What follows belongs to an exercise in optimizing a design on an open flow for small area and a short achievable clock period; a production flow would make more cautious choices.
The RTL was checked by simulation tests, not by an equivalence proof against the original design.

**design/flow/config.mk**
```make
export PLATFORM = sky130hd
export DESIGN_NAME = accelerator
export DESIGN_NICKNAME = accelerator
export VERILOG_FILES = /design/flow/design.v
export SDC_FILE = /design/flow/constraint.sdc
export NUM_CORES = 4
export LEC_CHECK = 0
export CAP_MARGIN = 20
export CORE_MARGIN = 2
export CORE_UTILIZATION = 40
export SLEW_MARGIN = 20
```
**design/flow/constraint.sdc**
```tcl
create_clock -name core_clock -period 8.0 [get_ports {clk}]
set_input_delay 1.6000 -clock core_clock [delete_from_list [all_inputs] [get_ports {clk}]]
set_output_delay 1.6000 -clock core_clock [all_outputs]
set_load 0.01 [all_outputs]
```
**design/flow/design.v**
```verilog
`timescale 1ns / 1ps
module qmul8 (
    input  [7:0] a,
    input  [7:0] b,
    output [7:0] q
);
    wire [6:0] am = a[7] ? (~a[6:0] + 7'd1) : a[6:0];
    wire [6:0] bm = b[7] ? (~b[6:0] + 7'd1) : b[6:0];
    wire [13:0] f = am * bm;
    wire [6:0] m = f[10:4];
    wire s = a[7] ^ b[7];
    assign q = {s, s ? (~m + 7'd1) : m};
endmodule
module accelerator #(
    parameter MAP_SIZE = 9'h00a,
    parameter k = 9'h003,
    parameter p = 9'h002,
    parameter s = 1,
    parameter ptype = 1,
    parameter act_type = 0,
    parameter N = 8,
    parameter Q = 4,
    parameter AW = 8,
    parameter DW = 8,
    parameter [N-1:0] p_sqr_inv = 8'b00000100
    )(
    input clk,
    input global_rst,
    input ce,
    input [N-1:0] activation,
    input [(k*k)*N-1:0] weight1,
    output [N-1:0] data_out,
    output valid_op,
    output end_op,
    output [N-1:0] conv_out,
    output conv_valid,
    output conv_end
    );
    wire [7:0] w [0:8];
    wire [7:0] prod [0:8];
    genvar gi;
    generate
        for (gi = 0; gi < 9; gi = gi + 1) begin : MUL
            assign w[gi] = weight1[8*gi +: 8];
            qmul8 mul (.a(activation), .b(w[gi]), .q(prod[gi]));
        end
    endgenerate
    reg [7:0] mac [0:8];
    reg [7:0] sr1 [0:6];
    reg [7:0] sr2 [0:6];
    integer i;
    always @(posedge clk or posedge global_rst) begin
        if (global_rst) begin
            for (i = 0; i < 9; i = i + 1) mac[i] <= 8'd0;
            for (i = 0; i < 7; i = i + 1) begin sr1[i] <= 8'd0; sr2[i] <= 8'd0; end
        end else if (ce) begin
            mac[0] <= prod[0];
            mac[1] <= prod[1] + mac[0];
            mac[2] <= prod[2] + mac[1];
            sr1[0] <= mac[2];
            for (i = 1; i < 7; i = i + 1) sr1[i] <= sr1[i-1];
            mac[3] <= prod[3] + sr1[6];
            mac[4] <= prod[4] + mac[3];
            mac[5] <= prod[5] + mac[4];
            sr2[0] <= mac[5];
            for (i = 1; i < 7; i = i + 1) sr2[i] <= sr2[i-1];
            mac[6] <= prod[6] + sr2[6];
            mac[7] <= prod[7] + mac[6];
            mac[8] <= prod[8] + mac[7];
        end
    end
    reg [7:0] prev;
    always @(posedge clk or posedge global_rst) begin
        if (global_rst) prev <= 8'd0;
        else if (ce) prev <= mac[8];
    end
    reg [4:0] count;
    reg [5:0] out_cnt;
    reg first;       
    reg toggle;
    wire valid = count[4] & (count[3] | (count[2] & count[1]));    
    wire cend = valid & (&out_cnt);
    always @(posedge clk or posedge global_rst) begin
        if (global_rst) begin
            count <= 5'd0;
            out_cnt <= 6'd0;
            first <= 1'b1;
        end else if (ce) begin
            count <= count + 5'd1;
            if (valid) out_cnt <= out_cnt + 6'd1;
            if (&count) first <= 1'b0;
        end
    end
    always @(posedge clk or posedge global_rst) begin
        if (global_rst) toggle <= 1'b0;
        else if (valid) toggle <= ~toggle;
    end
    wire fix = first & ((count == 5'd22 & w[1][7]) | (count == 5'd23 & w[0][7]));
    wire [7:0] conv0 = {prev[7] ^ fix, prev[6:0]};
    assign conv_out = toggle ? mac[8] : conv0;
    assign conv_valid = valid;
    assign conv_end = cend;
    wire pce = valid & ~cend;
    wire [7:0] relu = conv_out[7] ? 8'd0 : conv_out;
    reg [3:0] pos;
    reg [2:0] nb;
    reg g;
    reg [1:0] sel;
    reg rst_m, op_en, load_sr, end_r;
    always @(posedge clk) begin
        if (global_rst) begin
            pos <= 4'd15;
            nb <= 3'd0;
            g <= 1'b0;
            sel <= 2'd0;
            rst_m <= 1'b0;
            op_en <= 1'b0;
            load_sr <= 1'b0;
            end_r <= 1'b0;
        end else begin
            op_en <= pce & pos[3] & ~pos[0];
            if (pce) begin
                pos <= pos + 4'd1;
                if (g && nb != 3'd5) nb <= nb + 3'd1;
                end_r <= (nb == 3'd4);
                g <= (pos == 4'd14);
                rst_m <= (pos == 4'd1) | (pos == 4'd3) | (pos == 4'd5) | (pos == 4'd15);
                sel <= (pos == 4'd14) ? 2'b10 :
                       ((pos == 4'd6) | (pos == 4'd8) | (pos == 4'd10) | (pos == 4'd12)) ? 2'b01 : 2'b00;
                load_sr <= pos[0];
            end
        end
    end
    reg [7:0] maxr;
    reg [7:0] psr [0:3];
    wire [7:0] mux_out = (sel == 2'b01) ? psr[3] : ((sel == 2'b00) ? maxr : 8'd0);
    wire [7:0] comp = pce ? ((mux_out[7] | (relu > mux_out)) ? relu : mux_out) : 8'd0;
    always @(posedge clk) begin
        if (global_rst) maxr <= 8'd0;
        else if (pce) maxr <= rst_m ? 8'd0 : comp;
    end
    wire psr_rst = g && global_rst;
    always @(posedge clk or posedge psr_rst) begin
        if (psr_rst) begin
            psr[0] <= 8'd0; psr[1] <= 8'd0; psr[2] <= 8'd0; psr[3] <= 8'd0;
        end else if (load_sr) begin
            psr[0] <= comp; psr[1] <= psr[0]; psr[2] <= psr[1]; psr[3] <= psr[2];
        end
    end
    assign data_out = maxr;
    assign valid_op = op_en;
    assign end_op = end_r;
endmodule
```
**design/flow/run.sh**
```bash
#!/bin/bash
# synth_recipe.tcl (not shown) runs the flow's synth.tcl, then flattens the netlist and writes it again
# the make line also repeats each setting of config.mk as NAME=value (left out here)
make -C /OpenROAD-flow-scripts/flow DESIGN_CONFIG=/design/flow/config.mk WORK_HOME=/design/flow/orfs CLKGATE_MAP_FILE= SYNTH_SCRIPT=/design/flow/synth_recipe.tcl finish
```
==> results.txt <==
[registers in the layout, indices dropped and copies added (netlist names), 3 cells and up]
register,flops
mac,72
sr2,56
psr,32
count,5
sr1,56
prev,8
pos,4
out_cnt,6
nb,3
maxr,8
[what timing repair did]
| action | CTS | global route |
|---|---|---|
| setup endpoints to repair | 0 | 15 |
| gates resized for setup | 0 | 20 |
| setup buffers | 0 | 3 |
[synthesized netlist by cell type, types with 9 or more instances]
cell / number
inv_1: 293
ha_1: 263
nand2_1: 254
nor2_1: 250
dfrtp_1: 236
xnor2_1: 234
mux2_2: 228
fa_1: 197
a21oi_1: 106
clkbuf_1: 81
and2_1: 64
xor2_1: 56
o21ai_0: 35
or2_2: 32
nand3_1: 29
o21bai_1: 28
o31ai_1: 28
mux2i_1: 27
or3_1: 25
nor3_1: 22
dfxtp_1: 21
nor2b_1: 21
buf_1: 17
a21o_1: 16
a211oi_1: 14
and3_1: 14
nor4_1: 13
nand2b_1: 11
o41ai_1: 9
[cell families after synthesis]
group / share of synthesized area [%]
buf+inv: 5.84
compound gates: 8.25
flops: 24.2
fa+ha+maj: 27.5
xor+xnor: 9.75
mux: 11.0
simple gates: 13.5
[metal layers]
layer	vias up	routed length (microns)	GRT usage, %
met3	78	2140	2.15
li1	9947	-	-
met5	-	0	0
met4	0	1380	4.79
met2	290	30300	32.9
met1	10000	29500	25.5
[cells in the final DEF, fill, tap and decap left out, drive strengths merged, types with 8 or more instances in the layout]
master / count
nand4: 8
clkbuf: 34
o41ai: 15
or2: 32
nand2: 254
a21oi: 106
nand2b: 11
o31ai: 28
xnor2: 234
a21o: 16
nor2b: 21
o21ai: 38
inv: 298
xor2: 56
nand3: 29
mux2i: 30
dfxtp: 21
o211ai: 8
or4: 8
fa: 197
buf: 383
ha: 263
and2: 66
and3: 14
clkdlybuf4s50: 99
nor3: 22
nor2: 250
a211oi: 14
o21bai: 29
or3: 25
nor4: 13
dfrtp: 236
mux2: 228
[layout make-up]
class | instances | area [sq um] | area share [%]
Antenna cell | 1 | 2.50 | 0.00778
Clock buffer | 33 | 761 | 2.37
Clock inverter | 20 | 268 | 0.833
Inverter | 293 | 1110 | 3.44
Multi-Input combinational cell | 2095 | 18600 | 57.9
Sequential cell | 258 | 6350 | 19.8
Tap cell | 855 | 1070 | 3.33
Timing Repair Buffer | 483 | 3990 | 12.4
[tightest hold or removal path: cells and delay by family (launching register included)]
kind / cells / cell delay, ns
AOI/OAI and AO/OA: 1 / 0.05
DFF: 1 / 0.31
and+or+nand+nor: 1 / 0.05
[path summary, 6_finish.rpt]
path                                            from               endpoint  cells past startpoint
worst max-delay path                   activation[1]  mac[2][6]$_DFFE_PP0P_                     30
worst min-delay path              end_r$_SDFFE_PP0P_     end_r$_SDFFE_PP0P_                      2
worst max register to register  count[0]$_DFFE_PP0P_  psr[0][6]$_DFFE_PP0P_                     15
worst min register to register    end_r$_SDFFE_PP0P_     end_r$_SDFFE_PP0P_                      2
max in group asynchronous                 global_rst  sr1[2][7]$_DFFE_PP0P_                      3
min in group asynchronous             g$_SDFFE_PP0P_  psr[1][0]$_DFFE_PP0P_                      2
[metrics by stage]
step / util, % / TNS, ns / area, sq um / cells / hold WS [ns]
final: 49.7 / 0 / 32200 / 4038 / 0.456
after global routing: 49.7 / -0.0127 / 32100 / 4037 / 0.474
after CTS: 49.5 / 0 / 32000 / 4034 / 0.458
after detailed placement: 47.9 / -5.59 / 31000 / 3981 / 0.448
after global placement: 47.9 / -3.03 / 31000 / 3981 / 0.449
after floorplan: - / 0 / 26400 / 2755 / 0.438
==> out/results.tsv <==
stage	metric	value	unit
placement	gp_congestion	0.894	
layout	syn_to_final_growth	22.3	%
sta	maxClockFrequency	0.130	GHz
cts	clock_latency	0.56	ns
cts	cts_tree	yes	
cts	path_clk_slew	0.06	ns
route	viasPerCell	5.04	
sta	fin_crit	7.68	ns
cts	htreeDepth	1	
route	first_iter_violations	934	
setup_path	required	8.44	ns
sta	worstMarginPinSlew	0.998	ns
floorplanning	fp.coreArea	64700	sq um
setup_path	cpPeakStageDelay	0.53	ns
placement	dpl.hpwl	51.3	mm
sta	period_share	96.0	%
grt	grt_usage	19.1	%
synth	netlist_area	26300	sq um
synth	seq_area_frac_synth	24.2	%
synth	syn_nets	3298	
route	dr.pass1.iters	5	
setup_path	worst_setup_path_start_kind	primary input	
cts	cts_root_buf	clkbuf_16	
grt	antenna_found_initial	1	
setup_path	critPathArrivalTime	8.12	ns
placement	pre_cts_ws	-0.436	ns
setup_path	cp_slowest_cell	fa_1	
synth	synthTopCellsByArea	dfrtp_1, fa_1, ha_1, mux2_2, xnor2_1	
synth	syn_inst	2755	
setup_path	crit_buf_inv	9	
grt	grt_pass1_vias	21500	
sta	rsz0062_at_grt	true	
setup_path	cp-end-kind	flop	
route	vias	20300	
flow_run	cap_violations	0	
placement	io_buffers	102	
grt	grt_overflow_total	0	
synth	synth_edf_count	0	
setup_path	reg2reg_setup_slack	3.98	ns
grt	grt_pass1_wl	106	mm
synth	ys_seq_elements	258	
sta	relSlewSlack	33.5	%
floorplanning	die-area	67800	sq um
cts	cts_num_sinks	258	
sta	slew_viol_final	0	
floorplanning	rows	93	
cts	numCtsBuffers	29	
route	routed_wl	63.3	mm
floorplanning	start_util	40.6	%
cts	hold_buffers	0	
synth	synth_ff_type	dfrtp_1	
setup_path	cp_max_fo	12	
sta	setup_viol	0	
status	status	no timing/DRC/antenna violations	
setup_path	path_delay_family	adder cells	
sta	timing.final.ws_setup	0.318	ns
sta	skew	0.0124	ns
synth	yosysUniqueCellTypes	77	
route	drc	0	
setup_path	worst-setup-path-type	primary input to flop	
synth	synth_largest_area_cell	dfrtp_1	
floorplanning	die_h	260	microns
floorplanning	die_w	260	microns
worst_hold_path	hp-class	flop to flop	
route	wire_per_inst	15.7	microns
cts	clk_path_buf_depth	3	
synth	synth_top_area_share	22.5	%
synth	syn_area_per_cell	9.54	sq um
sta	finalHoldViolations	0	
floorplanning	ios	103	
synth	yosysWarnings	9	
synth	async_reset_ff_share	91.9	%
route	ant_nets	0	
layout	nNetsFinal	3703	
layout	fill_cells	5985	
grt	grt_max_degree	142	
layout	drive_gt1_share	23.5	%

-- port drivers added, routing unchanged --
Ports are ideal in the flow. The routed layout listed here was re-timed in OpenROAD.
Step 1: set_driving_cell puts a clkbuf_16 on clk and a buf_2 on each other input, an assumption about the parent block.
Step 2 moves the port delays by t, midway between the first and last clock arrival at a register: inputs arrive t later, outputs are due t later. That takes back most of the time a late clock gives input paths.
Three values: no drivers, after step 1, after step 2; two values: the first two.
t, ns: 0.613
slack for setup (ns): 0.318 / 0.338 / -0.274
worst setup path at the end: input to register
clock arrival spread, ns: 0.014 / 0.013
pins driven straight from the clock port: 1
Met with ideal ports but missed after step 2: setup timing in this run. The setup slack of this run moves by +0.020 ns with the drivers and by -0.592 ns with both steps.
